This is an optimization exercise on Yosys and OpenROAD, whose aim is small area, a short achievable clock period and few clock cycles per item, not a production implementation. The RTL was checked by simulation tests, not by an equivalence proof against the original design. No activity file was given, so power comes from the tool's default toggle rates.

Setup of run A:
## srt_4_div
module srt_4_div#(
parameter DW = 32)(
input 				clk,
input 				rst_n,
input				start,
input[DW-1:0]		dividend,
input[DW-1:0] 		divisor,
output[DW-1:0] 		quotient,
output[DW-1:0] 		reminder,
output				divfinish,
output				diverror
);
For scale: roughly 130 I/O pins, roughly 0.0079 mm^2 of cells after synthesis.
export LEC_CHECK = 0
export CAP_MARGIN = 20
export CORE_MARGIN = 2
export CORE_UTILIZATION = 60
export CTS_BUF_LIST = sky130_fd_sc_hd__clkbuf_4
export SLEW_MARGIN = 20
create_clock -name core_clock -period 10.0 [get_ports {clk}]
standard.sh (not shown) runs the stock make flow with config.mk's settings and CLKGATE_MAP_FILE= SYNTH_SCRIPT=/design/flow/synth_recipe.tcl, a recipe that flattens the netlist after the stock synthesis.
==> flow/flow/run.sh <==
#!/bin/bash
# Standard ORFS layout (the standard.sh) with extra make variables, one
# per line in flow/args.txt: e.g. a setup repair margin aimed past the clock
# period, and the cell used for the port buffers.
set -euo pipefail
HERE=$(dirname "$0")
mapfile -t EXTRA < <(grep -v '^\s*$' "$HERE/args.txt")
bash standard.sh "${EXTRA[@]}" finish > make_finish.log 2>&1
==> flow/flow/args.txt <==
SETUP_SLACK_MARGIN=6.8
BUFFER_PORTS_ARGS=-buffer_cell sky130_fd_sc_hd__buf_1
Run A finished all stages; the layout is clean.
Testbench counts of run A, summed over its fixed seeds: cycles 27,282, divisions 3,200.
diff inputs: run A => run B
Settings: CTS_BUF_LIST now sky130_fd_sc_hd__clkbuf_8, was sky130_fd_sc_hd__clkbuf_4.
- Diff run A -> run B: area growth from synthesis to layout went up, fraction of layout cells with a size suffix above 1 moved up, power saw an increase, number of global-route vias before repair down 40, first-pass GRT wire length went up about 0.6%.
- The final reports for run B and run A show buffers inserted during post-CTS setup optimization higher in the former.
- More vias were needed by run A than by run B.
- Routed wire in run B totals more than in run A.
- Run B completed; timing, DRC and antenna clean
- Count of non-filler cells in the finished layout of run B is on par with run A.
- Global-route usage in run B is 0.37 points above run A.
Edits applied to the flow inputs when going from run B to run C:
==> flow/flow/args.txt <==
SETUP_SLACK_MARGIN=6.5
BUFFER_PORTS_ARGS=-buffer_cell sky130_fd_sc_hd__buf_1
Notes after the runs:
The number of port buffers on run B is in line with that on run C. HPWL after detailed placement shrinks by a little under 10% when moving from run B to run C. Routed wire length went down by a little under 10% going from run B to run C. Sequential power: run B vs run C — no meaningful difference. Between run C and run B, it is run C whose part of the total power dissipated in combinational logic is lower, by 1.4 points. Diff run B -> run C: total number of vias went down by about 4%; final critical-path required period went up by 170 ps. Delta (run C minus run B): setup slack of the critical path after layout moved down; number of signal-net inverters in the final layout moved up; fraction of area in registers moved up.
For run D, these inputs were changed with respect to run C:
Settings: a deleted CTS_BUF_LIST that had been sky130_fd_sc_hd__clkbuf_8.
## What came out
Run D: full flow OK, the timing, DRC and antenna checks passed
Summary of run D over run C: via count went up; count of clock-buffer cells in the layout increased by 1 relative to the old numbers.
On delay of the slowest cell on the worst path, the lower figure sits with run C, not run D.
For run C, the cell with the largest stage delay on the worst path was sky130_fd_sc_hd__dfxtp_1, unlike run D, where it was sky130_fd_sc_hd__nor4_1.
Relative to run C, the wire length measured on run D has increased slightly.
Fraction of power consumed by the clock network for run D: 3.8 points up relative to run C
From run C to run D the numbers moved as follows: total global routing track utilization now larger; critical path depth saw a decrease; setup slack went down 14 ps.
Ratio of final minimum period to clock period: run D vs run C, no meaningful difference
Going from run C to run D, shortest clock period the worst path allows after layout grows by 14 ps.

========
== v42 ==
srt_4_div, a different RTL version from the one above (not shown whole).
Size: about 870 cells after synthesis, ~7900 µm² of cells after synthesis.
export LEC_CHECK = 0
export CAP_MARGIN = 20
export CORE_MARGIN = 2
export CORE_UTILIZATION = 60
export CTS_BUF_LIST = sky130_fd_sc_hd__clkbuf_8
export SLEW_MARGIN = 20
create_clock -name core_clock -period 10.0 [get_ports {clk}]
==> flow/flow/args.txt <==
SETUP_SLACK_MARGIN=6.9
BUFFER_PORTS_ARGS=-buffer_cell sky130_fd_sc_hd__buf_1
Scripts as last shown in full above: flow/flow/run.sh
Both conditions hold for v42: the flow ran to the end and the final layout passed the timing, DRC and antenna checks.
Testbench counts of v42, summed over its fixed seeds: cycles 27,282, divisions 3,200.
Edits applied to the flow inputs when going from v42 to v47:
Settings: PLACE_DENSITY now 0.85, previously not set; CORE_UTILIZATION now 65, was 60.
==> flow/flow/args.txt <==
SETUP_SLACK_MARGIN=6.8
BUFFER_PORTS_ARGS=-buffer_cell sky130_fd_sc_hd__buf_1
[summary]
Portion of total power attributed to the clock network ends up lower on v42.
v47 reports a lower setup slack after layout than v42 does.
Compared to v42, v47 was floorplanned on a smaller die.
v47 vs v42, number of buffer and inverter instances along the worst setup path went down by 1.
Worst setup path endpoint: r_reg[19]$_DFFE_PP_ -> v42, r_reg[10]$_DFFE_PP_ -> v47
[compare] base=v42 new=v47: sequential share of layout area rose by 0.85 points, half-perimeter wire length after placement shrank by 1400 µm, largest voltage drop on the vdd net went up by 120 µV.
The routed wire length of v47 was superior to that of v42.
What v46 does differently from v47 at the input level:
Settings: changing CORE_UTILIZATION from 65 to 60; removing PLACE_DENSITY (formerly 0.85).
==> flow/flow/args.txt <==
SETUP_SLACK_MARGIN=7.0
BUFFER_PORTS_ARGS=-buffer_cell sky130_fd_sc_hd__buf_1
[summary]
Looking at total vias in the final route, v46 sits 207 higher than v47 does. Of v46 and v47, the higher post-layout worst setup margin belongs to v46. First element of the critical path = r_reg[18]$_DFFE_PP_: v46; first element of the critical path = r_reg[12]$_DFFE_PP_: v47. Relative to v47, the count of instances resized after the clock tree is built of v46 is higher by 83. From v47 to v46 the numbers moved as follows: clock insertion delay at the later pin of the skew report decreased by 0.02 ns relative to the old numbers, post-route worst hold slack closely matched the old numbers, post-route clock period utilization decreased by 0.38 points relative to the old numbers. v46 vs. v47: design area went up by 570 µm². v46 ends up with higher floorplan row count than v47 does. r_reg[10]$_DFFE_PP_ as the capture point of the worst path was reported by v47, and r_reg[4]$_DFFE_PP_ by v46. Against v47, power density of the placed cells in v46 fell by a few percent. When v46 is set beside v47, its slew at the pin closest to its max-slew limit turns out to be 0.042 ns larger.
What v51 does differently from v46 at the input level:
==> flow/flow/args.txt <==
SETUP_SLACK_MARGIN=6.8
BUFFER_PORTS_ARGS=-buffer_cell sky130_fd_sc_hd__buf_1
RECOVER_POWER=100
Results
Ran to the end and failed final checks on capacitance limit, slew limit: v51. Synthesized area per cell came out exactly the same in v51 and v46. Setup slack: v51 less than v46. NOTE total power v46->v51 decreased by a few percent. The met3 layer usage reported by global route number comes out higher for v46 vs v51. Going from v46 to v51, logic depth of the worst setup path including buffers shrinks by 6. Length of routed met3 wiring is lower on v51.

========
Setup of v37:
The RTL this note starts from:
==> flow/design.v <==
module radix4_table;
endmodule
module pre_processing (
input  [31:0] dividend,
input  [31:0] divisor,
output [4:0]  lz_a,
output [4:0]  lz_d,
output        early,
input  [4:0]  lza_reg,
input  [4:0]  lzd_reg,
input  [31:0] d,
input         prep,
output [4:0]  k,
output [31:0] d_rot
);
function [4:0] clz32;
	input [31:0] x;
	integer i;
	begin
		clz32 = 5'd31;
		for (i = 1; i < 32; i = i + 1)
			if (x[i]) clz32 = 5'd31 - i[4:0];
	end
endfunction
assign lz_a = clz32(dividend);
assign lz_d = clz32(divisor);
wire [7:0] d_nib;
wire [7:0] d_hi;      
wire [7:0] bad;
genvar g;
generate
	for (g = 0; g < 8; g = g + 1) begin : nib
		wire [3:0] a4 = dividend[4*g+3:4*g];
		wire [3:0] d4 = divisor[4*g+3:4*g];
		assign d_nib[g] = |d4;
		wire [3:0] above = {1'b0, d4[3], |d4[3:2], |d4[3:1]};
		assign bad[g] = |(a4 & ~above) & ~d_hi[g];
	end
endgenerate
assign d_hi[7] = 1'b0;
assign d_hi[6] = d_nib[7];
assign d_hi[5] = |d_nib[7:6];
assign d_hi[4] = |d_nib[7:5];
assign d_hi[3] = |d_nib[7:4];
assign d_hi[2] = |d_nib[7:3];
assign d_hi[1] = |d_nib[7:2];
assign d_hi[0] = |d_nib[7:1];
assign early = ~|bad;
assign k = lzd_reg - lza_reg;
wire [4:0]  amt = k | {5{~prep}};
wire [31:0] s0 = amt[0] ? {d[30:0],  d[31]}     : d;
wire [31:0] s1 = amt[1] ? {s0[29:0], s0[31:30]} : s0;
wire [31:0] s2 = amt[2] ? {s1[27:0], s1[31:28]} : s1;
wire [31:0] s3 = amt[3] ? {s2[23:0], s2[31:24]} : s2;
assign d_rot   = amt[4] ? {s3[15:0], s3[31:16]} : s3;
endmodule
module on_the_fly_conversion;
endmodule
module srt_4_div#(
parameter DW = 32)(
input 				clk,
input 				rst_n,
input				start,
input[DW-1:0]		dividend,
input[DW-1:0] 		divisor,
output[DW-1:0] 		quotient,
output[DW-1:0] 		reminder,
output				divfinish,
output				diverror
);
reg st_prep, st_iter, st_fin;
reg [DW-1:0] r_reg;      
reg [DW-1:0] d_reg;      
reg [DW-1:0] q_reg;      
reg [4:0]    cnt;        
reg [4:0]    lza_reg, lzd_reg;
reg          dz_reg;
wire [4:0]    lz_a, lz_d;
wire          early;
wire [4:0]    k;
wire [DW-1:0] d_rot;
pre_processing u1 (
	.dividend(dividend),
	.divisor(divisor),
	.lz_a(lz_a),
	.lz_d(lz_d),
	.early(early),
	.lza_reg(lza_reg),
	.lzd_reg(lzd_reg),
	.d(d_reg),
	.prep(st_prep),
	.k(k),
	.d_rot(d_rot)
);
wire [DW-1:0] diff;
wire          q_bit;
sub_bk u4 (
	.a(r_reg),
	.b(d_reg),
	.diff(diff),
	.ge(q_bit)
);
wire last = (cnt == 5'd0);
wire idle = ~(st_prep | st_iter | st_fin);
always @(posedge clk, negedge rst_n)
begin
	if (!rst_n) begin
		st_prep <= 1'b0;
		st_iter <= 1'b0;
		st_fin  <= 1'b0;
	end else begin
		st_prep <= start & ~early;
		st_iter <= st_prep | (st_iter & ~last);
		st_fin  <= (start & early) | (st_iter & last);
	end
end
always @(posedge clk)
begin
	lza_reg <= lz_a;
	lzd_reg <= lz_d;
	if (idle | (st_iter & q_bit))
		r_reg <= idle ? dividend : diff;
	d_reg <= idle ? divisor : d_rot;
	q_reg <= idle ? {DW{1'b0}} : {q_reg[DW-2:0], q_bit & st_iter};
	cnt <= st_prep ? k : cnt - 5'd1;
	if (idle)
		dz_reg <= ~|divisor;
end
assign quotient  = q_reg;
assign reminder  = r_reg;
assign divfinish = st_fin;
assign diverror  = dz_reg;
endmodule
module sub_bk (
input  [31:0] a,
input  [31:0] b,
output [31:0] diff,
output        ge
);
wire [31:0] p0 = a ^ ~b;
wire [31:0] g0 = a & ~b;
reg [32:0] g, p;
integer i, s;
always @(*) begin
	g[0] = 1'b1;
	p[0] = 1'b0;
	for (i = 0; i < 32; i = i + 1) begin
		g[i+1] = g0[i];
		p[i+1] = p0[i];
	end
	for (s = 1; s < 64; s = s * 2)
		for (i = 2*s-1; i <= 32; i = i + 2*s) begin
			g[i] = g[i] | (p[i] & g[i-s]);
			p[i] = p[i] & p[i-s];
		end
	for (s = 32; s >= 1; s = s / 2)
		for (i = 3*s-1; i <= 32; i = i + 2*s) begin
			g[i] = g[i] | (p[i] & g[i-s]);
			p[i] = p[i] & p[i-s];
		end
end
assign diff = p0 ^ g[31:0];
assign ge   = g[32];
endmodule
Settings: LEC_CHECK=0, CAP_MARGIN=20, CORE_MARGIN=2, CORE_UTILIZATION=60, CTS_BUF_LIST=sky130_fd_sc_hd__clkbuf_8, SLEW_MARGIN=20; clock period 10.0 ns.
==> flow/flow/args.txt <==
SETUP_SLACK_MARGIN=6.8
BUFFER_PORTS_ARGS=-buffer_cell sky130_fd_sc_hd__buf_1
Scripts as last shown in full above: flow/flow/run.sh
Testbench counts of v37, summed over its fixed seeds: cycles 27,282, divisions 3,200.
Modified inputs, v33 compared to v37
Settings: CORE_UTILIZATION now 65, was 60.
==> notes.md <==
v33 went all the way through the flow, and no timing, DRC or antenna check failed.
Between v33 and v37, the clock insertion delay at the later pin of the skew report figures differ only marginally.
Relative to v37, worst-case register-to-register setup slack increased by 30 ps in v33.
Power delta (v37 -> v33): insignificant
Inputs modified between v33 and v16:
Settings: CORE_UTILIZATION now 70, was 65.
==> notes.md <==
Reported for v16 and v33, post-synthesis instance total turned out identical to the last digit. Compared with v33, in v16 aggregate routed wire length +about 6%; worst setup slack -69 ps; total via count after detailed routing +331. v33 has a higher internal power summed over all cells than v16.

[afterwards: timing with drivers on the ports]
The results above use ideal ports. As a check the final layouts listed here were re-extracted and re-timed, cells and wires unchanged. Step 1: set_driving_cell puts a clkbuf_16 on clk and a buf_2 on each other input, an assumption about the parent block. Step 2 adds t to the input delays and takes it off the output delays; t is the mean of the earliest and latest rising clock arrival at the registers after step 1. Input paths then give back, and output paths get back, about the clock's delay inside the block. Three values: no drivers, after step 1, after step 2; two values: the first two.
| run | t (ns) | setup slack, ns | worst setup path after step 2 |
|---|---|---|---|
| run A | 0.579 | 6.719 / 6.702 / 6.211 | input to register |
| run B | 0.485 | 6.805 / 6.792 / 6.369 | input to register |
| run C | 0.490 | 6.632 / 6.632 / 6.181 | input to register |
| run D | 0.469 | 6.618 / 6.643 / 6.174 | input to register |
| v42 | 0.492 | 6.770 / 6.770 / 6.391 | input to register |
| v47 | 0.495 | 6.740 / 6.740 / 6.333 | input to register |
| v46 | 0.483 | 6.778 / 6.778 / 6.407 | input to register |
| v51 | 0.499 | 4.053 / 4.053 / 4.053 | register to register |
| v37 | 0.498 | 6.764 / 6.764 / 6.312 | input to register |
| v33 | 0.495 | 6.791 / 6.764 / 6.323 | input to register |
| v16 | 0.493 | 6.722 / 6.722 / 6.297 | input to register |
For run A, which loses most, drivers alone change the setup slack by -0.017 ns; drivers and shift together by -0.508 ns.
